This is an optimization exercise on Yosys and OpenROAD, whose aim is small area and a short achievable clock period, not a production implementation.
Only simulation tests tie the RTL to the original design; equivalence was not proved.
Power is estimated from default activity; no workload was simulated.

==> flow/design.v (outline; a module is shown in full before it is edited, if it fits) <==
// module Full_Adder: 10 lines
// module Half_Adder: 9 lines
// module Booth_Encoder: 16 lines
// module SimpleQuaternion_mul: 6532 lines
module SimpleQuaternion_mul(
    input signed [15:0] x0, x1, x2, x3,
    input signed [15:0] b0, b1, b2, b3,
    input clk,
    output reg signed [15:0] y0, y1, y2, y3
);
  // ...
==> flow/flow/run.sh <==
#!/bin/bash
set -euo pipefail
export BUFFER_PORTS_ARGS="-buffer_cell sky130_fd_sc_hd__buf_2"
bash standard.sh finish > standard_flow.log 2>&1
==> flow/standard.sh <==
#!/bin/bash
# synth_recipe.tcl (not shown) runs the flow's synth.tcl, then flattens the netlist and writes it again
# the make line also repeats each setting of config.mk as NAME=value (left out here)
make -C /OpenROAD-flow-scripts/flow DESIGN_CONFIG=/design/flow/config.mk WORK_HOME=/design/flow/orfs CLKGATE_MAP_FILE= SYNTH_SCRIPT=/design/flow/synth_recipe.tcl "${@:-finish}"
==> flow/config.mk <==
export PLATFORM = sky130hd
export DESIGN_NAME = SimpleQuaternion_mul
export DESIGN_NICKNAME = SimpleQuaternion_mul
export VERILOG_FILES = /design/flow/design.v
export SDC_FILE = /design/flow/constraint.sdc
export NUM_CORES = 4
export LEC_CHECK = 0
export CAP_MARGIN = 20
export CORE_MARGIN = 2
export CORE_UTILIZATION = 40
export CTS_CLUSTER_DIAMETER = 100
export CTS_CLUSTER_SIZE = 20
export SLEW_MARGIN = 20
export SYNTH_HIERARCHICAL = 1
export SYNTH_MINIMUM_KEEP_SIZE = 0
==> flow/constraint.sdc <==
create_clock -name core_clock -period 22.0 [get_ports {clk}]
set_input_delay 4.4000 -clock core_clock [delete_from_list [all_inputs] [get_ports {clk}]]
set_output_delay 4.4000 -clock core_clock [all_outputs]
set_load 0.01 [all_outputs]
==> flow_summary.json, run 1 <==
{
  "outcome": "no timing/DRC/antenna violations",
  "final_util": 0.4257,
  "power_leader": "combinational logic",
  "worst_slew_pin_slew_ps": 1425,
  "hold_violations": 0,
  "finalInstanceArea_sq_um": 54350,
  "dominant_cells": "multi-input combinational cells",
  "cts_setup_buffers": 0,
  "endpoint": "y0[3]",
  "ir_drop_uv": 134.6,
  "power.share.switching": 0.4688,
  "synth_common_cells": "1,024 x a22oi_1, 956 x fa_1, 793 x xnor2_1",
  "viasPerCell": 7.033,
  "start_kind": "flip-flop",
  "worst-path-buf-inv": 1,
  "cts_max_level": 2,
  "final_net_count": 5481,
  "n_all_inverters": 0,
  "crit_chain": "buf_2",
  "hold_depth": 0,
  "drc_errors": 0,
  "wl_per_cell_microns": 38.24,
  "wl_met3_microns": 42720,
  "start_util": 0.4037,
  "instances_no_fill": 6057,
  "cts_tree": "built",
  "dr.max_layer_used": "met5",
  "rows": 131,
  "root_buffer": "clkbuf_16",
  "dieWidth_microns": 363.0,
  "yosys.area_share.simple": 0.03476,
  "synth-compound-area-share": 0.1540,
  "seq_area_sq_um": 9248,
  "ant_nets": 0,
  "multi_input_area_share": 0.7376,
  "dr.pass1.iters": 10,
  "syn2layout_area_growth_pct": 5.437,
  "synth_nets": 5743,
  "ff2ff_setup_slack_ps": 16500,
  "p_int_mw": 4.818
}
==> run 2, diff against run 1 <==
--- a/flow/design.v
+++ b/flow/design.v
@@ -4004,8 +4004,8 @@
   Full_Adder u540 (.p(s529), .q(s531), .cin(s533), .sum(s539), .cout(c540));
   Full_Adder u542 (.p(c496), .q(c498), .cin(s535), .sum(s541), .cout(c542));
   Full_Adder u544 (.p(s537), .q(c500), .cin(s539), .sum(s543), .cout(c544));
-  Full_Adder u546 (.p(q1_c502), .q(q1_s541), .cin(q1_s543), .sum(s545), .cout(c546));
-  Full_Adder u548 (.p(q1_c504), .q(c506), .cin(s545), .sum(s547), .cout(c548));
+  Full_Adder u546 (.p(c502), .q(s541), .cin(s543), .sum(s545), .cout(c546));
+  Full_Adder u548 (.p(q1_c504), .q(q1_s545), .cin(c506), .sum(s547), .cout(c548));
   Half_Adder u550 (.p(s547), .q(c508), .sum(s549), .cout(c550));
   Full_Adder u552 (.p(a66), .q(a146), .cin(a226), .sum(s551), .cout(c552));
   Full_Adder u554 (.p(a306), .q(p12), .cin(p27), .sum(s553), .cout(c554));
@@ -4027,8 +4027,8 @@
   Full_Adder u586 (.p(s577), .q(c538), .cin(s579), .sum(s585), .cout(c586));
   Full_Adder u588 (.p(s581), .q(c540), .cin(c542), .sum(s587), .cout(c588));
   Full_Adder u590 (.p(s583), .q(s585), .cin(c544), .sum(s589), .cout(c590));
-  Full_Adder u592 (.p(q1_s587), .q(q1_s589), .cin(c546), .sum(s591), .cout(c592));
-  Full_Adder u594 (.p(c548), .q(s591), .cin(c550), .sum(s593), .cout(c594));
+  Full_Adder u592 (.p(q1_s587), .q(q1_c546), .cin(q1_s589), .sum(s591), .cout(c592));
+  Full_Adder u594 (.p(s591), .q(c548), .cin(c550), .sum(s593), .cout(c594));
   Full_Adder u596 (.p(h67), .q(h147), .cin(h227), .sum(s595), .cout(c596));
   Full_Adder u598 (.p(h307), .q(p13), .cin(p28), .sum(s597), .cout(c598));
   Full_Adder u600 (.p(p41), .q(p52), .cin(p61), .sum(s599), .cout(c600));
@@ -4052,7 +4052,7 @@
   Full_Adder u636 (.p(s627), .q(s629), .cin(c584), .sum(s635), .cout(c636));
   Full_Adder u638 (.p(s631), .q(c586), .cin(s633), .sum(s637), .cout(c638));
   Full_Adder u640 (.p(q1_c588), .q(q1_s635), .cin(q1_s637), .sum(s639), .cout(c640));
-  Full_Adder u642 (.p(q1_c590), .q(s639), .cin(c592), .sum(s641), .cout(c642));
+  Full_Adder u642 (.p(q1_c590), .q(c592), .cin(s639), .sum(s641), .cout(c642));
   Half_Adder u644 (.p(s641), .q(c594), .sum(s643), .cout(c644));
   Full_Adder u646 (.p(a73), .q(a153), .cin(a233), .sum(s645), .cout(c646));
   Full_Adder u648 (.p(a313), .q(p14), .cin(p29), .sum(s647), .cout(c648));
@@ -4079,7 +4079,7 @@
   Full_Adder u690 (.p(c634), .q(s683), .cin(s685), .sum(s689), .cout(c690));
   Full_Adder u692 (.p(q1_c636), .q(q1_s687), .cin(q1_c638), .sum(s691), .cout(c692));
   Full_Adder u694 (.p(q1_s689), .q(c640), .cin(s691), .sum(s693), .cout(c694));
-  Full_Adder u696 (.p(s693), .q(c642), .cin(c644), .sum(s695), .cout(c696));
+  Full_Adder u696 (.p(c642), .q(s693), .cin(c644), .sum(s695), .cout(c696));
   Full_Adder u698 (.p(h74), .q(h154), .cin(h234), .sum(s697), .cout(c698));
   Full_Adder u700 (.p(h314), .q(p15), .cin(p30), .sum(s699), .cout(c700));
   Full_Adder u702 (.p(p43), .q(p54), .cin(p63), .sum(s701), .cout(c702));
@@ -4105,9 +4105,9 @@
   Full_Adder u742 (.p(c680), .q(s731), .cin(c682), .sum(s741), .cout(c742));
   Full_Adder u744 (.p(s733), .q(s735), .cin(s737), .sum(s743), .cout(c744));
   Full_Adder u746 (.p(c684), .q(c686), .cin(s739), .sum(s745), .cout(c746));
-  Full_Adder u748 (.p(q1_s741), .q(q1_s743), .cin(q1_c688), .sum(s747), .cout(c748));
-  Full_Adder u750 (.p(q1_c690), .q(q1_s745), .cin(c692), .sum(s749), .cout(c750));
-  Full_Adder u752 (.p(s747), .q(c694), .cin(s749), .sum(s751), .cout(c752));
+  Full_Adder u748 (.p(s741), .q(s743), .cin(c688), .sum(s747), .cout(c748));
+  Full_Adder u750 (.p(q1_c690), .q(q1_s745), .cin(q1_s747), .sum(s749), .cout(c750));
+  Full_Adder u752 (.p(c692), .q(s749), .cin(c694), .sum(s751), .cout(c752));
   Half_Adder u754 (.p(s751), .q(c696), .sum(s753), .cout(c754));
   Full_Adder u756 (.p(a78), .q(a158), .cin(a238), .sum(s755), .cout(c756));
   Full_Adder u758 (.p(a318), .q(p16), .cin(p31), .sum(s757), .cout(c758));
@@ -4136,9 +4136,9 @@
   Full_Adder u804 (.p(s793), .q(s795), .cin(s797), .sum(s803), .cout(c804));
   Full_Adder u806 (.p(c740), .q(c742), .cin(s799), .sum(s805), .cout(c806));
   Full_Adder u808 (.p(c744), .q(s801), .cin(s803), .sum(s807), .cout(c808));
-  Full_Adder u810 (.p(q1_c746), .q(q1_s805), .cin(q1_s807), .sum(s809), .cout(c810));
-  Full_Adder u812 (.p(c748), .q(s809), .cin(c750), .sum(s811), .cout(c812));
-  Full_Adder u814 (.p(c752), .q(s811), .cin(c754), .sum(s813), .cout(c814));
+  Full_Adder u810 (.p(q1_c746), .q(q1_s805), .cin(q1_c748), .sum(s809), .cout(c810));
+  Full_Adder u812 (.p(q1_s807), .q(c750), .cin(s809), .sum(s811), .cout(c812));
+  Full_Adder u814 (.p(s811), .q(c752), .cin(c754), .sum(s813), .cout(c814));
   assign x815 = h79 ^ h159;
   assign x816 = h239 ^ h319;
   assign x817 = p17 ^ p32;
@@ -4199,9 +4199,9 @@
   assign x872 = c802 ^ x870;
   assign x873 = c804 ^ x871;
   assign x874 = x872 ^ c806;
-  assign x875 = q1_x873 ^ q1_c808;
-  assign x876 = q1_x874 ^ x875;
-  assign x877 = c810 ^ x876;
+  assign x875 = x873 ^ c808;
+  assign x876 = q1_x874 ^ q1_x875;
+  assign x877 = x876 ^ c810;
   assign x878 = x877 ^ c812;
   assign x879 = x878 ^ c814;
   assign a880 = one1[0] & xr0[0];
@@ -4636,8 +4636,8 @@
   Full_Adder u1419 (.p(s1408), .q(s1410), .cin(s1412), .sum(s1418), .cout(c1419));
   Full_Adder u1421 (.p(c1375), .q(c1377), .cin(s1414), .sum(s1420), .cout(c1421));
   Full_Adder u1423 (.p(s1416), .q(c1379), .cin(s1418), .sum(s1422), .cout(c1423));
-  Full_Adder u1425 (.p(q1_c1381), .q(q1_s1420), .cin(q1_s1422), .sum(s1424), .cout(c1425));
-  Full_Adder u1427 (.p(q1_c1383), .q(c1385), .cin(s1424), .sum(s1426), .cout(c1427));
+  Full_Adder u1425 (.p(c1381), .q(s1420), .cin(s1422), .sum(s1424), .cout(c1425));
+  Full_Adder u1427 (.p(q1_c1383), .q(q1_s1424), .cin(c1385), .sum(s1426), .cout(c1427));
   Half_Adder u1429 (.p(s1426), .q(c1387), .sum(s1428), .cout(c1429));
   Full_Adder u1431 (.p(a945), .q(a1025), .cin(a1105), .sum(s1430), .cout(c1431));
   Full_Adder u1433 (.p(a1185), .q(p891), .cin(p906), .sum(s1432), .cout(c1433));
@@ -4659,8 +4659,8 @@
   Full_Adder u1465 (.p(s1456), .q(c1417), .cin(s1458), .sum(s1464), .cout(c1465));
   Full_Adder u1467 (.p(s1460), .q(c1419), .cin(c1421), .sum(s1466), .cout(c1467));
   Full_Adder u1469 (.p(s1462), .q(s1464), .cin(c1423), .sum(s1468), .cout(c1469));
-  Full_Adder u1471 (.p(q1_s1466), .q(q1_s1468), .cin(c1425), .sum(s1470), .cout(c1471));
-  Full_Adder u1473 (.p(c1427), .q(s1470), .cin(c1429), .sum(s1472), .cout(c1473));
+  Full_Adder u1471 (.p(q1_s1466), .q(q1_c1425), .cin(q1_s1468), .sum(s1470), .cout(c1471));
+  Full_Adder u1473 (.p(s1470), .q(c1427), .cin(c1429), .sum(s1472), .cout(c1473));
   Full_Adder u1475 (.p(h946), .q(h1026), .cin(h1106), .sum(s1474), .cout(c1475));
   Full_Adder u1477 (.p(h1186), .q(p892), .cin(p907), .sum(s1476), .cout(c1477));
   Full_Adder u1479 (.p(p920), .q(p931), .cin(p940), .sum(s1478), .cout(c1479));
@@ -4684,7 +4684,7 @@
   Full_Adder u1515 (.p(s1506), .q(s1508), .cin(c1463), .sum(s1514), .cout(c1515));
   Full_Adder u1517 (.p(s1510), .q(c1465), .cin(s1512), .sum(s1516), .cout(c1517));
   Full_Adder u1519 (.p(q1_c1467), .q(q1_s1514), .cin(q1_s1516), .sum(s1518), .cout(c1519));
-  Full_Adder u1521 (.p(q1_c1469), .q(s1518), .cin(c1471), .sum(s1520), .cout(c1521));
+  Full_Adder u1521 (.p(q1_c1469), .q(c1471), .cin(s1518), .sum(s1520), .cout(c1521));
   Half_Adder u1523 (.p(s1520), .q(c1473), .sum(s1522), .cout(c1523));
   Full_Adder u1525 (.p(a952), .q(a1032), .cin(a1112), .sum(s1524), .cout(c1525));
   Full_Adder u1527 (.p(a1192), .q(p893), .cin(p908), .sum(s1526), .cout(c1527));
@@ -4711,7 +4711,7 @@
   Full_Adder u1569 (.p(c1513), .q(s1562), .cin(s1564), .sum(s1568), .cout(c1569));
   Full_Adder u1571 (.p(q1_c1515), .q(q1_s1566), .cin(q1_c1517), .sum(s1570), .cout(c1571));
   Full_Adder u1573 (.p(q1_s1568), .q(c1519), .cin(s1570), .sum(s1572), .cout(c1573));
-  Full_Adder u1575 (.p(s1572), .q(c1521), .cin(c1523), .sum(s1574), .cout(c1575));
+  Full_Adder u1575 (.p(c1521), .q(s1572), .cin(c1523), .sum(s1574), .cout(c1575));
   Full_Adder u1577 (.p(h953), .q(h1033), .cin(h1113), .sum(s1576), .cout(c1577));
   Full_Adder u1579 (.p(h1193), .q(p894), .cin(p909), .sum(s1578), .cout(c1579));
   Full_Adder u1581 (.p(p922), .q(p933), .cin(p942), .sum(s1580), .cout(c1581));
@@ -4737,9 +4737,9 @@
   Full_Adder u1621 (.p(c1559), .q(s1610), .cin(c1561), .sum(s1620), .cout(c1621));
   Full_Adder u1623 (.p(s1612), .q(s1614), .cin(s1616), .sum(s1622), .cout(c1623));
   Full_Adder u1625 (.p(c1563), .q(c1565), .cin(s1618), .sum(s1624), .cout(c1625));
-  Full_Adder u1627 (.p(q1_s1620), .q(q1_s1622), .cin(q1_c1567), .sum(s1626), .cout(c1627));
-  Full_Adder u1629 (.p(q1_c1569), .q(q1_s1624), .cin(c1571), .sum(s1628), .cout(c1629));
-  Full_Adder u1631 (.p(s1626), .q(c1573), .cin(s1628), .sum(s1630), .cout(c1631));
+  Full_Adder u1627 (.p(s1620), .q(s1622), .cin(c1567), .sum(s1626), .cout(c1627));
+  Full_Adder u1629 (.p(q1_c1569), .q(q1_s1624), .cin(q1_s1626), .sum(s1628), .cout(c1629));
+  Full_Adder u1631 (.p(c1571), .q(s1628), .cin(c1573), .sum(s1630), .cout(c1631));
   Half_Adder u1633 (.p(s1630), .q(c1575), .sum(s1632), .cout(c1633));
   Full_Adder u1635 (.p(a957), .q(a1037), .cin(a1117), .sum(s1634), .cout(c1635));
   Full_Adder u1637 (.p(a1197), .q(p895), .cin(p910), .sum(s1636), .cout(c1637));
@@ -4768,9 +4768,9 @@
   Full_Adder u1683 (.p(s1672), .q(s1674), .cin(s1676), .sum(s1682), .cout(c1683));
   Full_Adder u1685 (.p(c1619), .q(c1621), .cin(s1678), .sum(s1684), .cout(c1685));
   Full_Adder u1687 (.p(c1623), .q(s1680), .cin(s1682), .sum(s1686), .cout(c1687));
-  Full_Adder u1689 (.p(q1_c1625), .q(q1_s1684), .cin(q1_s1686), .sum(s1688), .cout(c1689));
-  Full_Adder u1691 (.p(c1627), .q(s1688), .cin(c1629), .sum(s1690), .cout(c1691));
-  Full_Adder u1693 (.p(c1631), .q(s1690), .cin(c1633), .sum(s1692), .cout(c1693));
+  Full_Adder u1689 (.p(q1_c1625), .q(q1_s1684), .cin(q1_c1627), .sum(s1688), .cout(c1689));
+  Full_Adder u1691 (.p(q1_s1686), .q(c1629), .cin(s1688), .sum(s1690), .cout(c1691));
+  Full_Adder u1693 (.p(s1690), .q(c1631), .cin(c1633), .sum(s1692), .cout(c1693));
   assign x1694 = h958 ^ h1038;
   assign x1695 = h1118 ^ h1198;
   assign x1696 = p896 ^ p911;
@@ -4831,9 +4831,9 @@
   assign x1751 = c1681 ^ x1749;
   assign x1752 = c1683 ^ x1750;
   assign x1753 = x1751 ^ c1685;
-  assign x1754 = q1_x1752 ^ q1_c1687;
-  assign x1755 = q1_x1753 ^ x1754;
-  assign x1756 = c1689 ^ x1755;
+  assign x1754 = x1752 ^ c1687;
+  assign x1755 = q1_x1753 ^ q1_x1754;
+  assign x1756 = x1755 ^ c1689;
   assign x1757 = x1756 ^ c1691;
   assign x1758 = x1757 ^ c1693;
   assign a1759 = one2[0] & xr0[0];
@@ -5268,8 +5268,8 @@
   Full_Adder u2298 (.p(s2287), .q(s2289), .cin(s2291), .sum(s2297), .cout(c2298));
   Full_Adder u2300 (.p(c2254), .q(c2256), .cin(s2293), .sum(s2299), .cout(c2300));
   Full_Adder u2302 (.p(s2295), .q(c2258), .cin(s2297), .sum(s2301), .cout(c2302));
-  Full_Adder u2304 (.p(q1_c2260), .q(q1_s2299), .cin(q1_s2301), .sum(s2303), .cout(c2304));
-  Full_Adder u2306 (.p(q1_c2262), .q(c2264), .cin(s2303), .sum(s2305), .cout(c2306));
+  Full_Adder u2304 (.p(c2260), .q(s2299), .cin(s2301), .sum(s2303), .cout(c2304));
+  Full_Adder u2306 (.p(q1_c2262), .q(q1_s2303), .cin(c2264), .sum(s2305), .cout(c2306));
   Half_Adder u2308 (.p(s2305), .q(c2266), .sum(s2307), .cout(c2308));
   Full_Adder u2310 (.p(a1824), .q(a1904), .cin(a1984), .sum(s2309), .cout(c2310));
   Full_Adder u2312 (.p(a2064), .q(p1770), .cin(p1785), .sum(s2311), .cout(c2312));
@@ -5291,8 +5291,8 @@
   Full_Adder u2344 (.p(s2335), .q(c2296), .cin(s2337), .sum(s2343), .cout(c2344));
   Full_Adder u2346 (.p(s2339), .q(c2298), .cin(c2300), .sum(s2345), .cout(c2346));
   Full_Adder u2348 (.p(s2341), .q(s2343), .cin(c2302), .sum(s2347), .cout(c2348));
-  Full_Adder u2350 (.p(q1_s2345), .q(q1_s2347), .cin(c2304), .sum(s2349), .cout(c2350));
-  Full_Adder u2352 (.p(c2306), .q(s2349), .cin(c2308), .sum(s2351), .cout(c2352));
+  Full_Adder u2350 (.p(q1_s2345), .q(q1_c2304), .cin(q1_s2347), .sum(s2349), .cout(c2350));
+  Full_Adder u2352 (.p(s2349), .q(c2306), .cin(c2308), .sum(s2351), .cout(c2352));
   Full_Adder u2354 (.p(h1825), .q(h1905), .cin(h1985), .sum(s2353), .cout(c2354));
   Full_Adder u2356 (.p(h2065), .q(p1771), .cin(p1786), .sum(s2355), .cout(c2356));
   Full_Adder u2358 (.p(p1799), .q(p1810), .cin(p1819), .sum(s2357), .cout(c2358));
@@ -5316,7 +5316,7 @@
   Full_Adder u2394 (.p(s2385), .q(s2387), .cin(c2342), .sum(s2393), .cout(c2394));
   Full_Adder u2396 (.p(s2389), .q(c2344), .cin(s2391), .sum(s2395), .cout(c2396));
   Full_Adder u2398 (.p(q1_c2346), .q(q1_s2393), .cin(q1_s2395), .sum(s2397), .cout(c2398));
-  Full_Adder u2400 (.p(q1_c2348), .q(s2397), .cin(c2350), .sum(s2399), .cout(c2400));
+  Full_Adder u2400 (.p(q1_c2348), .q(c2350), .cin(s2397), .sum(s2399), .cout(c2400));
   Half_Adder u2402 (.p(s2399), .q(c2352), .sum(s2401), .cout(c2402));
   Full_Adder u2404 (.p(a1831), .q(a1911), .cin(a1991), .sum(s2403), .cout(c2404));
   Full_Adder u2406 (.p(a2071), .q(p1772), .cin(p1787), .sum(s2405), .cout(c2406));
@@ -5343,7 +5343,7 @@
   Full_Adder u2448 (.p(c2392), .q(s2441), .cin(s2443), .sum(s2447), .cout(c2448));
   Full_Adder u2450 (.p(q1_c2394), .q(q1_s2445), .cin(q1_c2396), .sum(s2449), .cout(c2450));
   Full_Adder u2452 (.p(q1_s2447), .q(c2398), .cin(s2449), .sum(s2451), .cout(c2452));
-  Full_Adder u2454 (.p(s2451), .q(c2400), .cin(c2402), .sum(s2453), .cout(c2454));
+  Full_Adder u2454 (.p(c2400), .q(s2451), .cin(c2402), .sum(s2453), .cout(c2454));
   Full_Adder u2456 (.p(h1832), .q(h1912), .cin(h1992), .sum(s2455), .cout(c2456));
   Full_Adder u2458 (.p(h2072), .q(p1773), .cin(p1788), .sum(s2457), .cout(c2458));
   Full_Adder u2460 (.p(p1801), .q(p1812), .cin(p1821), .sum(s2459), .cout(c2460));
@@ -5369,9 +5369,9 @@
   Full_Adder u2500 (.p(c2438), .q(s2489), .cin(c2440), .sum(s2499), .cout(c2500));
   Full_Adder u2502 (.p(s2491), .q(s2493), .cin(s2495), .sum(s2501), .cout(c2502));
   Full_Adder u2504 (.p(c2442), .q(c2444), .cin(s2497), .sum(s2503), .cout(c2504));
-  Full_Adder u2506 (.p(q1_s2499), .q(q1_s2501), .cin(q1_c2446), .sum(s2505), .cout(c2506));
-  Full_Adder u2508 (.p(q1_c2448), .q(q1_s2503), .cin(c2450), .sum(s2507), .cout(c2508));
-  Full_Adder u2510 (.p(s2505), .q(c2452), .cin(s2507), .sum(s2509), .cout(c2510));
+  Full_Adder u2506 (.p(s2499), .q(s2501), .cin(c2446), .sum(s2505), .cout(c2506));
+  Full_Adder u2508 (.p(q1_c2448), .q(q1_s2503), .cin(q1_s2505), .sum(s2507), .cout(c2508));
+  Full_Adder u2510 (.p(c2450), .q(s2507), .cin(c2452), .sum(s2509), .cout(c2510));
   Half_Adder u2512 (.p(s2509), .q(c2454), .sum(s2511), .cout(c2512));
   Full_Adder u2514 (.p(a1836), .q(a1916), .cin(a1996), .sum(s2513), .cout(c2514));
   Full_Adder u2516 (.p(a2076), .q(p1774), .cin(p1789), .sum(s2515), .cout(c2516));
@@ -5400,9 +5400,9 @@
   Full_Adder u2562 (.p(s2551), .q(s2553), .cin(s2555), .sum(s2561), .cout(c2562));
   Full_Adder u2564 (.p(c2498), .q(c2500), .cin(s2557), .sum(s2563), .cout(c2564));
   Full_Adder u2566 (.p(c2502), .q(s2559), .cin(s2561), .sum(s2565), .cout(c2566));
-  Full_Adder u2568 (.p(q1_c2504), .q(q1_s2563), .cin(q1_s2565), .sum(s2567), .cout(c2568));
-  Full_Adder u2570 (.p(c2506), .q(s2567), .cin(c2508), .sum(s2569), .cout(c2570));
-  Full_Adder u2572 (.p(c2510), .q(s2569), .cin(c2512), .sum(s2571), .cout(c2572));
+  Full_Adder u2568 (.p(q1_c2504), .q(q1_s2563), .cin(q1_c2506), .sum(s2567), .cout(c2568));
+  Full_Adder u2570 (.p(q1_s2565), .q(c2508), .cin(s2567), .sum(s2569), .cout(c2570));
+  Full_Adder u2572 (.p(s2569), .q(c2510), .cin(c2512), .sum(s2571), .cout(c2572));
   assign x2573 = h1837 ^ h1917;
   assign x2574 = h1997 ^ h2077;
   assign x2575 = p1775 ^ p1790;
@@ -5463,9 +5463,9 @@
   assign x2630 = c2560 ^ x2628;
   assign x2631 = c2562 ^ x2629;
   assign x2632 = x2630 ^ c2564;
-  assign x2633 = q1_x2631 ^ q1_c2566;
-  assign x2634 = q1_x2632 ^ x2633;
-  assign x2635 = c2568 ^ x2634;
+  assign x2633 = x2631 ^ c2566;
+  assign x2634 = q1_x2632 ^ q1_x2633;
+  assign x2635 = x2634 ^ c2568;
   assign x2636 = x2635 ^ c2570;
   assign x2637 = x2636 ^ c2572;
   assign a2638 = one3[0] & xr0[0];
@@ -5900,8 +5900,8 @@
   Full_Adder u3177 (.p(s3166), .q(s3168), .cin(s3170), .sum(s3176), .cout(c3177));
   Full_Adder u3179 (.p(c3133), .q(c3135), .cin(s3172), .sum(s3178), .cout(c3179));
   Full_Adder u3181 (.p(s3174), .q(c3137), .cin(s3176), .sum(s3180), .cout(c3181));
-  Full_Adder u3183 (.p(q1_c3139), .q(q1_s3178), .cin(q1_s3180), .sum(s3182), .cout(c3183));
-  Full_Adder u3185 (.p(q1_c3141), .q(c3143), .cin(s3182), .sum(s3184), .cout(c3185));
+  Full_Adder u3183 (.p(c3139), .q(s3178), .cin(s3180), .sum(s3182), .cout(c3183));
+  Full_Adder u3185 (.p(q1_c3141), .q(q1_s3182), .cin(c3143), .sum(s3184), .cout(c3185));
   Half_Adder u3187 (.p(s3184), .q(c3145), .sum(s3186), .cout(c3187));
   Full_Adder u3189 (.p(a2703), .q(a2783), .cin(a2863), .sum(s3188), .cout(c3189));
   Full_Adder u3191 (.p(a2943), .q(p2649), .cin(p2664), .sum(s3190), .cout(c3191));
@@ -5923,8 +5923,8 @@
   Full_Adder u3223 (.p(s3214), .q(c3175), .cin(s3216), .sum(s3222), .cout(c3223));
   Full_Adder u3225 (.p(s3218), .q(c3177), .cin(c3179), .sum(s3224), .cout(c3225));
   Full_Adder u3227 (.p(s3220), .q(s3222), .cin(c3181), .sum(s3226), .cout(c3227));
-  Full_Adder u3229 (.p(q1_s3224), .q(q1_s3226), .cin(c3183), .sum(s3228), .cout(c3229));
-  Full_Adder u3231 (.p(c3185), .q(s3228), .cin(c3187), .sum(s3230), .cout(c3231));
+  Full_Adder u3229 (.p(q1_s3224), .q(q1_c3183), .cin(q1_s3226), .sum(s3228), .cout(c3229));
+  Full_Adder u3231 (.p(s3228), .q(c3185), .cin(c3187), .sum(s3230), .cout(c3231));
   Full_Adder u3233 (.p(h2704), .q(h2784), .cin(h2864), .sum(s3232), .cout(c3233));
   Full_Adder u3235 (.p(h2944), .q(p2650), .cin(p2665), .sum(s3234), .cout(c3235));
   Full_Adder u3237 (.p(p2678), .q(p2689), .cin(p2698), .sum(s3236), .cout(c3237));
@@ -5948,7 +5948,7 @@
   Full_Adder u3273 (.p(s3264), .q(s3266), .cin(c3221), .sum(s3272), .cout(c3273));
   Full_Adder u3275 (.p(s3268), .q(c3223), .cin(s3270), .sum(s3274), .cout(c3275));
   Full_Adder u3277 (.p(q1_c3225), .q(q1_s3272), .cin(q1_s3274), .sum(s3276), .cout(c3277));
-  Full_Adder u3279 (.p(q1_c3227), .q(s3276), .cin(c3229), .sum(s3278), .cout(c3279));
+  Full_Adder u3279 (.p(q1_c3227), .q(c3229), .cin(s3276), .sum(s3278), .cout(c3279));
   Half_Adder u3281 (.p(s3278), .q(c3231), .sum(s3280), .cout(c3281));
   Full_Adder u3283 (.p(a2710), .q(a2790), .cin(a2870), .sum(s3282), .cout(c3283));
   Full_Adder u3285 (.p(a2950), .q(p2651), .cin(p2666), .sum(s3284), .cout(c3285));
@@ -5975,7 +5975,7 @@
   Full_Adder u3327 (.p(c3271), .q(s3320), .cin(s3322), .sum(s3326), .cout(c3327));
   Full_Adder u3329 (.p(q1_c3273), .q(q1_s3324), .cin(q1_c3275), .sum(s3328), .cout(c3329));
   Full_Adder u3331 (.p(q1_s3326), .q(c3277), .cin(s3328), .sum(s3330), .cout(c3331));
-  Full_Adder u3333 (.p(s3330), .q(c3279), .cin(c3281), .sum(s3332), .cout(c3333));
+  Full_Adder u3333 (.p(c3279), .q(s3330), .cin(c3281), .sum(s3332), .cout(c3333));
   Full_Adder u3335 (.p(h2711), .q(h2791), .cin(h2871), .sum(s3334), .cout(c3335));
   Full_Adder u3337 (.p(h2951), .q(p2652), .cin(p2667), .sum(s3336), .cout(c3337));
   Full_Adder u3339 (.p(p2680), .q(p2691), .cin(p2700), .sum(s3338), .cout(c3339));
@@ -6001,9 +6001,9 @@
   Full_Adder u3379 (.p(c3317), .q(s3368), .cin(c3319), .sum(s3378), .cout(c3379));
   Full_Adder u3381 (.p(s3370), .q(s3372), .cin(s3374), .sum(s3380), .cout(c3381));
   Full_Adder u3383 (.p(c3321), .q(c3323), .cin(s3376), .sum(s3382), .cout(c3383));
-  Full_Adder u3385 (.p(q1_s3378), .q(q1_s3380), .cin(q1_c3325), .sum(s3384), .cout(c3385));
-  Full_Adder u3387 (.p(q1_c3327), .q(q1_s3382), .cin(c3329), .sum(s3386), .cout(c3387));
-  Full_Adder u3389 (.p(s3384), .q(c3331), .cin(s3386), .sum(s3388), .cout(c3389));
+  Full_Adder u3385 (.p(s3378), .q(s3380), .cin(c3325), .sum(s3384), .cout(c3385));
+  Full_Adder u3387 (.p(q1_c3327), .q(q1_s3382), .cin(q1_s3384), .sum(s3386), .cout(c3387));
+  Full_Adder u3389 (.p(c3329), .q(s3386), .cin(c3331), .sum(s3388), .cout(c3389));
   Half_Adder u3391 (.p(s3388), .q(c3333), .sum(s3390), .cout(c3391));
   Full_Adder u3393 (.p(a2715), .q(a2795), .cin(a2875), .sum(s3392), .cout(c3393));
   Full_Adder u3395 (.p(a2955), .q(p2653), .cin(p2668), .sum(s3394), .cout(c3395));
@@ -6032,9 +6032,9 @@
   Full_Adder u3441 (.p(s3430), .q(s3432), .cin(s3434), .sum(s3440), .cout(c3441));
   Full_Adder u3443 (.p(c3377), .q(c3379), .cin(s3436), .sum(s3442), .cout(c3443));
   Full_Adder u3445 (.p(c3381), .q(s3438), .cin(s3440), .sum(s3444), .cout(c3445));
-  Full_Adder u3447 (.p(q1_c3383), .q(q1_s3442), .cin(q1_s3444), .sum(s3446), .cout(c3447));
-  Full_Adder u3449 (.p(c3385), .q(s3446), .cin(c3387), .sum(s3448), .cout(c3449));
-  Full_Adder u3451 (.p(c3389), .q(s3448), .cin(c3391), .sum(s3450), .cout(c3451));
+  Full_Adder u3447 (.p(q1_c3383), .q(q1_s3442), .cin(q1_c3385), .sum(s3446), .cout(c3447));
+  Full_Adder u3449 (.p(q1_s3444), .q(c3387), .cin(s3446), .sum(s3448), .cout(c3449));
+  Full_Adder u3451 (.p(s3448), .q(c3389), .cin(c3391), .sum(s3450), .cout(c3451));
   assign x3452 = h2716 ^ h2796;
   assign x3453 = h2876 ^ h2956;
   assign x3454 = p2654 ^ p2669;
@@ -6095,9 +6095,9 @@
   assign x3509 = c3439 ^ x3507;
   assign x3510 = c3441 ^ x3508;
   assign x3511 = x3509 ^ c3443;
-  assign x3512 = q1_x3510 ^ q1_c3445;
-  assign x3513 = q1_x3511 ^ x3512;
-  assign x3514 = c3447 ^ x3513;
+  assign x3512 = x3510 ^ c3445;
+  assign x3513 = q1_x3511 ^ q1_x3512;
+  assign x3514 = x3513 ^ c3447;
   assign x3515 = x3514 ^ c3449;
   assign x3516 = x3515 ^ c3451;
   reg q1_c362;
@@ -6112,11 +6112,10 @@
   reg q1_s501;
   reg q1_c468;
   reg q1_s503;
-  reg q1_c502;
-  reg q1_s541;
-  reg q1_s543;
   reg q1_c504;
+  reg q1_s545;
   reg q1_s587;
+  reg q1_c546;
   reg q1_s589;
   reg q1_c588;
   reg q1_s635;
@@ -6126,17 +6125,15 @@
   reg q1_s687;
   reg q1_c638;
   reg q1_s689;
-  reg q1_s741;
-  reg q1_s743;
-  reg q1_c688;
   reg q1_c690;
   reg q1_s745;
+  reg q1_s747;
   reg q1_c746;
   reg q1_s805;
+  reg q1_c748;
   reg q1_s807;
-  reg q1_x873;
-  reg q1_c808;
   reg q1_x874;
+  reg q1_x875;
   reg q1_s323;
   reg q2_s323;
   reg q1_s333;
@@ -6169,11 +6166,10 @@
   reg q1_s1380;
   reg q1_c1347;
   reg q1_s1382;
-  reg q1_c1381;
-  reg q1_s1420;
-  reg q1_s1422;
   reg q1_c1383;
+  reg q1_s1424;
   reg q1_s1466;
+  reg q1_c1425;
   reg q1_s1468;
   reg q1_c1467;
   reg q1_s1514;
@@ -6183,17 +6179,15 @@
   reg q1_s1566;
   reg q1_c1517;
   reg q1_s1568;
-  reg q1_s1620;
-  reg q1_s1622;
-  reg q1_c1567;
   reg q1_c1569;
   reg q1_s1624;
+  reg q1_s1626;
   reg q1_c1625;
   reg q1_s1684;
+  reg q1_c1627;
   reg q1_s1686;
-  reg q1_x1752;
-  reg q1_c1687;
   reg q1_x1753;
+  reg q1_x1754;
   reg q1_s1202;
   reg q2_s1202;
   reg q1_s1212;
@@ -6226,11 +6220,10 @@
   reg q1_s2259;
   reg q1_c2226;
   reg q1_s2261;
-  reg q1_c2260;
-  reg q1_s2299;
-  reg q1_s2301;
   reg q1_c2262;
+  reg q1_s2303;
   reg q1_s2345;
+  reg q1_c2304;
   reg q1_s2347;
   reg q1_c2346;
   reg q1_s2393;
@@ -6240,17 +6233,15 @@
   reg q1_s2445;
   reg q1_c2396;
   reg q1_s2447;
-  reg q1_s2499;
-  reg q1_s2501;
-  reg q1_c2446;
   reg q1_c2448;
   reg q1_s2503;
+  reg q1_s2505;
   reg q1_c2504;
   reg q1_s2563;
+  reg q1_c2506;
   reg q1_s2565;
-  reg q1_x2631;
-  reg q1_c2566;
   reg q1_x2632;
+  reg q1_x2633;
   reg q1_s2081;
   reg q2_s2081;
   reg q1_s2091;
@@ -6283,11 +6274,10 @@
   reg q1_s3138;
   reg q1_c3105;
   reg q1_s3140;
-  reg q1_c3139;
-  reg q1_s3178;
-  reg q1_s3180;
   reg q1_c3141;
+  reg q1_s3182;
   reg q1_s3224;
+  reg q1_c3183;
   reg q1_s3226;
   reg q1_c3225;
   reg q1_s3272;
@@ -6297,17 +6287,15 @@
   reg q1_s3324;
   reg q1_c3275;
   reg q1_s3326;
-  reg q1_s3378;
-  reg q1_s3380;
-  reg q1_c3325;
   reg q1_c3327;
   reg q1_s3382;
+  reg q1_s3384;
   reg q1_c3383;
   reg q1_s3442;
+  reg q1_c3385;
   reg q1_s3444;
-  reg q1_x3510;
-  reg q1_c3445;
   reg q1_x3511;
+  reg q1_x3512;
   reg q1_s2960;
   reg q2_s2960;
   reg q1_s2970;
@@ -6341,11 +6329,10 @@
     q1_s501 <= s501;
     q1_c468 <= c468;
     q1_s503 <= s503;
-    q1_c502 <= c502;
-    q1_s541 <= s541;
-    q1_s543 <= s543;
     q1_c504 <= c504;
+    q1_s545 <= s545;
     q1_s587 <= s587;
+    q1_c546 <= c546;
     q1_s589 <= s589;
     q1_c588 <= c588;
     q1_s635 <= s635;
@@ -6355,17 +6342,15 @@
     q1_s687 <= s687;
     q1_c638 <= c638;
     q1_s689 <= s689;
-    q1_s741 <= s741;
-    q1_s743 <= s743;
-    q1_c688 <= c688;
     q1_c690 <= c690;
     q1_s745 <= s745;
+    q1_s747 <= s747;
     q1_c746 <= c746;
     q1_s805 <= s805;
+    q1_c748 <= c748;
     q1_s807 <= s807;
-    q1_x873 <= x873;
-    q1_c808 <= c808;
     q1_x874 <= x874;
+    q1_x875 <= x875;
     q1_s323 <= s323;
     q2_s323 <= q1_s323;
     q1_s333 <= s333;
@@ -6398,11 +6383,10 @@
     q1_s1380 <= s1380;
     q1_c1347 <= c1347;
     q1_s1382 <= s1382;
-    q1_c1381 <= c1381;
-    q1_s1420 <= s1420;
-    q1_s1422 <= s1422;
     q1_c1383 <= c1383;
+    q1_s1424 <= s1424;
     q1_s1466 <= s1466;
+    q1_c1425 <= c1425;
     q1_s1468 <= s1468;
     q1_c1467 <= c1467;
     q1_s1514 <= s1514;
@@ -6412,17 +6396,15 @@
     q1_s1566 <= s1566;
     q1_c1517 <= c1517;
     q1_s1568 <= s1568;
-    q1_s1620 <= s1620;
-    q1_s1622 <= s1622;
-    q1_c1567 <= c1567;
     q1_c1569 <= c1569;
     q1_s1624 <= s1624;
+    q1_s1626 <= s1626;
     q1_c1625 <= c1625;
     q1_s1684 <= s1684;
+    q1_c1627 <= c1627;
     q1_s1686 <= s1686;
-    q1_x1752 <= x1752;
-    q1_c1687 <= c1687;
     q1_x1753 <= x1753;
+    q1_x1754 <= x1754;
     q1_s1202 <= s1202;
     q2_s1202 <= q1_s1202;
     q1_s1212 <= s1212;
@@ -6455,11 +6437,10 @@
     q1_s2259 <= s2259;
     q1_c2226 <= c2226;
     q1_s2261 <= s2261;
-    q1_c2260 <= c2260;
-    q1_s2299 <= s2299;
-    q1_s2301 <= s2301;
     q1_c2262 <= c2262;
+    q1_s2303 <= s2303;
     q1_s2345 <= s2345;
+    q1_c2304 <= c2304;
     q1_s2347 <= s2347;
     q1_c2346 <= c2346;
     q1_s2393 <= s2393;
@@ -6469,17 +6450,15 @@
     q1_s2445 <= s2445;
     q1_c2396 <= c2396;
     q1_s2447 <= s2447;
-    q1_s2499 <= s2499;
-    q1_s2501 <= s2501;
-    q1_c2446 <= c2446;
     q1_c2448 <= c2448;
     q1_s2503 <= s2503;
+    q1_s2505 <= s2505;
     q1_c2504 <= c2504;
     q1_s2563 <= s2563;
+    q1_c2506 <= c2506;
     q1_s2565 <= s2565;
-    q1_x2631 <= x2631;
-    q1_c2566 <= c2566;
     q1_x2632 <= x2632;
+    q1_x2633 <= x2633;
     q1_s2081 <= s2081;
     q2_s2081 <= q1_s2081;
     q1_s2091 <= s2091;
@@ -6512,11 +6491,10 @@
     q1_s3138 <= s3138;
     q1_c3105 <= c3105;
     q1_s3140 <= s3140;
-    q1_c3139 <= c3139;
-    q1_s3178 <= s3178;
-    q1_s3180 <= s3180;
     q1_c3141 <= c3141;
+    q1_s3182 <= s3182;
     q1_s3224 <= s3224;
+    q1_c3183 <= c3183;
     q1_s3226 <= s3226;
     q1_c3225 <= c3225;
     q1_s3272 <= s3272;
@@ -6526,17 +6504,15 @@
     q1_s3324 <= s3324;
     q1_c3275 <= c3275;
     q1_s3326 <= s3326;
-    q1_s3378 <= s3378;
-    q1_s3380 <= s3380;
-    q1_c3325 <= c3325;
     q1_c3327 <= c3327;
     q1_s3382 <= s3382;
+    q1_s3384 <= s3384;
     q1_c3383 <= c3383;
     q1_s3442 <= s3442;
+    q1_c3385 <= c3385;
     q1_s3444 <= s3444;
-    q1_x3510 <= x3510;
-    q1_c3445 <= c3445;
     q1_x3511 <= x3511;
+    q1_x3512 <= x3512;
     q1_s2960 <= s2960;
     q2_s2960 <= q1_s2960;
     q1_s2970 <= s2970;
==> run 2 against run 1 <==
  * Still clean on timing, DRC and antenna
  * Fmax is 4.9% lower
  * Via count fell by 3.9%
  * Clock power hardly changed
  * Power is 7.2% higher
  * Area after synthesis shrank 0.43%
  * First-iteration DRC count is 18% lower
  * Sequential power shrank 8%
  * Final area is 0.22% lower
  * Worst setup slack worse by 290 ps
  * Critical path depth increased by 12
  * Sequential share of layout area down 0.54 points
  * Routed wire length shrank 2.1%
  * Critical endpoint is now q1_x875
  * Highest routed layer unchanged
==> flow_summary.json, run 2 <==
{
  "viasPerCell": 6.750,
  "grt_usage": 0.3435,
  "reg2reg_depth": 13,
  "clk_pin_slew_ps": 90,
  "netlist_top_cells_area": "fa_1 37%, dfxtp_1 17%, a22oi_1 15%, xnor2_1 13%, xor2_1 7.0%",
  "drc_errors": 0,
  "fmax_mhz": 171.3,
  "start_util": 0.4025,
  "fin_skew_ps": 77.00,
  "cts_tree": "built",
  "cpMostUsedCell": "fa_1",
  "post-route-period-util": 0.2654,
  "whs_ps": 319.5,
  "cp_data_required_time_ps": 22510,
  "postCtsHoldBufs": 0,
  "rows": 131,
  "slew_headroom": 0.1307,
  "r2r-end": "q1_x875",
  "syn-instance-count": 4616,
  "core_sq_um": 127500,
  "post_cts_resized": 0,
  "critPathCaptureType": "flip-flop",
  "die_h_microns": 362.2,
  "ys_seq_elements": 440,
  "clock_path_buffers": 3,
  "layout_commonest_cell": "a22oi_1",
  "wl_per_cell_microns": 37.40,
  "yosysMostFrequentCell": "a22oi_1",
  "drt_iter0_drc": 6845,
  "crit_arrival_ps": 6350,
  "grt_pass1_wl_microns": 322400,
  "syn2layout_area_growth_pct": 5.653,
  "power_frac_seq": 0.150,
  "dr.pass1.iters": 10,
  "whs_endpoint": "q2_s1202",
  "clock_sinks": 440,
  "total_leakage_power_nw": 19.73,
  "dieWidth_microns": 362.2,
  "clock_latency_ps": 680,
  "outcome": "no timing/DRC/antenna violations",
  "antenna_found_initial": 8,
  "yosysUniqueCellTypes": 25,
  "r2r_start": "neg0[0]",
  "cts_setup_buffers": 0,
  "cts_max_level": 2,
  "n_fill_cell": 12160,
  "hold_violations": 0,
  "synth.avg_cell_area_sq_um": 11.12,
  "cts_buffers": 34,
  "crit_type": "reg -> reg",
  "vias": 40920,
  "synth_top_area_cell": "fa_1",
  "hold_depth": 0,
  "crit_chain": "buf_4 > xnor2_1 > fa_1 > fa_1 > fa_1 > fa_1 > fa_1 > xnor2_1 > xnor2_1 > xnor3_1 > xnor3_1 > xnor3_1 > xnor2_1",
  "synth_common_cells": "1,023 x a22oi_1, 956 x fa_1, 791 x xnor2_1",
  "ir_drop_uv": 183.4,
  "mostFrequentLayoutCells": "1,023 x a22oi_1, 956 x fa_1, 791 x xnor2_1, 408 x xor2_1, 364 x dfxtp_1",
  "wl_microns": 226700,
  "dp_hpwl_microns": 133200,
  "startpoint": "neg0[0]",
  "ant_nets": 0,
  "seq_area_frac_synth": 0.1716,
  "grt_pass1_vias": 43680,
  "layout-drive-gt1-share": 0.1033,
  "cp_max_fo": 32,
  "multi_input_area_sq_um": 40110,
  "grt_max_degree": 70,
  "worst_slew_pin_slew_ps": 1302,
  "setup_tns_ps": 0,
  "clockPowerShare": 0.070,
  "io_buffers": 192,
  "place.gp.congestion": 0.9621,
  "synth_nets": 5733,
  "synthFlopType": "dfxtp_1",
  "synth_edf_count": 0,
  "final_net_count": 5492,
  "power.share.switching": 0.4652,
  "root_buffer": "clkbuf_16",
  "hp-class": "reg -> reg",
  "combinationalPowerShare": 0.780,
  "async_flop_share": 0,
  "switchingPower_mw": 4.524,
  "fin_crit_ps": 5839,
  "grt_overflow": 0,
  "p_int_mw": 5.201,
  "ff2ff_setup_slack_ps": 16160,
  "max_stage_delay_ps": 810,
  "die-area_sq_um": 131200,
  "crit_path_top_delay_cell": "dfxtp_4",
  "synth_top_area_frac": 0.3729,
  "yosys_warnings": 7,
  "power.density_nw_per_um2": 179.3,
  "setup_viol": 0,
  "top_level_ports": 193,
  "synth_area_sq_um": 51330,
  "start_kind": "flip-flop",
  "seq_area_sq_um": 8936,
  "hold_start": "q1_s1202",
  "report.final.slew_viol_count": 0,
  "cap_viol_max_count": 0,
  "rsz0062_at_grt": "no"
}
==> run 2: cell types whose count changed after synthesis, sizes merged, moves of 2 or more <==
cell,before,now
nor3b,0,2
xnor3,10,13
clkbuf,447,413
xor2,413,408
o21ai,24,26
dfxtp,452,440
xnor2,795,792
buf,153,188
==> run 2: Yosys stat by module, one instance, submodules excluded <==
module / cells / copies in the design / area, sq um / flops+latches
Booth_Encoder: 38 / 4 / 264.0 / 0
Full_Adder: 1 / 956 / 20.02 / 0
Half_Adder: 1 / 32 / 12.51 / 0
SimpleQuaternion_mul: 3476 / 1 / 30730 / 440
==> run 2: power by group through the flow <==
| stage | Sequential (mW) | Clock, mW | Combinational, mW |
|---|---|---|---|
| after global routing | 1.49 | 0.734 | 8.39 |
| after detailed placement | 1.48 | 0 | 7.56 |
| final | 1.46 | 0.683 | 7.58 |
| after CTS | 1.46 | 0.704 | 7.62 |
| after floorplan | 1.42 | 0 | 5.04 |
| after global placement | 1.47 | 0 | 7.49 |
==> run 2: worst max-delay path by stage <==
stage,end
finish,q1_x875
detailed placement,q1_x875
CTS,q1_x875
floorplan,q1_x875
global route,q1_x875
global placement,q1_x875
==> run 2: per-layer routing <==
| layer | track usage | share of wire | vias up |
|---|---|---|---|
| met1 | 0.4212 | 0.35 | 20310 |
| li1 | - | - | 14990 |
| met4 | 0.2734 | 0.10 | 4 |
| met5 | 0.004440 | 0.00021 | - |
| met2 | 0.4799 | 0.40 | 4239 |
| met3 | 0.1321 | 0.15 | 1371 |
==> run 2: layout make-up <==
type | instances | share of cell area
Multi-Input combinational cell | 3575 | 0.7397
Sequential cell | 440 | 0.1648
Tap cell | 1662 | 0.03835
Timing Repair Buffer | 324 | 0.03599
Clock buffer | 43 | 0.01705
Clock inverter | 15 | 0.004038
Antenna cell | 3 | 0.0001384
==> run 2: logic make-up (layout without fill, tap and decap cells) <==
family | Yosys count | in the layout | share of synthesized area
buffers and inverters | 601 | 382 | 0.04692
flip-flops | 440 | 440 | 0.1716
AO/OA/AOI/OAI | 1070 | 1070 | 0.1549
XOR/XNOR | 1213 | 1213 | 0.2106
adder cells (fa/ha/maj) | 988 | 988 | 0.3807
AND/OR/NAND/NOR | 304 | 304 | 0.03534
other | 0 | 3 | 0
==> run 2: worst max-delay path, delay by kind of cell (launching register included) <==
kind                     cells  cell delay, ps
XOR/XNOR                     7            1660
adder cells (fa/ha/maj)      5            2420
buffers and inverters        1             700
flip-flops                   1             810
==> run 2: per-stage QoR <==
| stage | instance area [sq um] | utilization | power [mW] | std cells | setup WS, ps |
|---|---|---|---|---|---|
| after floorplan | 51330 | - | 6.465 | 4616 | 16800 |
| after global placement | 53080 | 0.4162 | 8.960 | 6001 | 16280 |
| after detailed placement | 53080 | 0.4162 | 9.041 | 6001 | 16300 |
| after CTS | 54220 | 0.4252 | 9.787 | 6059 | 16250 |
| after global routing | 54220 | 0.4252 | 10.62 | 6059 | 16020 |
| final | 54230 | 0.4253 | 9.725 | 6062 | 16160 |

[port drivers added, routing unchanged]
No port has a modelled driver above. Below, the same layouts with a new extraction and two added sets of constraints.
Step 1, drivers: a clkbuf_16 drives clk and a buf_2 each remaining input, both assumed.
Step 2 times the ports against the registers' clock, not the clock port: input delays grow and output delays shrink by t, the midpoint of the rising clock arrivals with the driver on.
Slacks: no drivers / after step 1 / after step 2; pairs: no drivers / after step 1.
| run | shift t [ns] | slack for setup (ns) | worst slew at a driven data input, ns | pins driven straight from the clock port |
|---|---|---|---|---|
| run 1 | 0.704 | 16.447 / 16.375 / 16.504 | 0.07 | 1 |
| run 2 | 0.723 | 16.161 / 16.161 / 16.161 | 0.05 | 1 |
After both steps setup and hold are still met in every run listed.
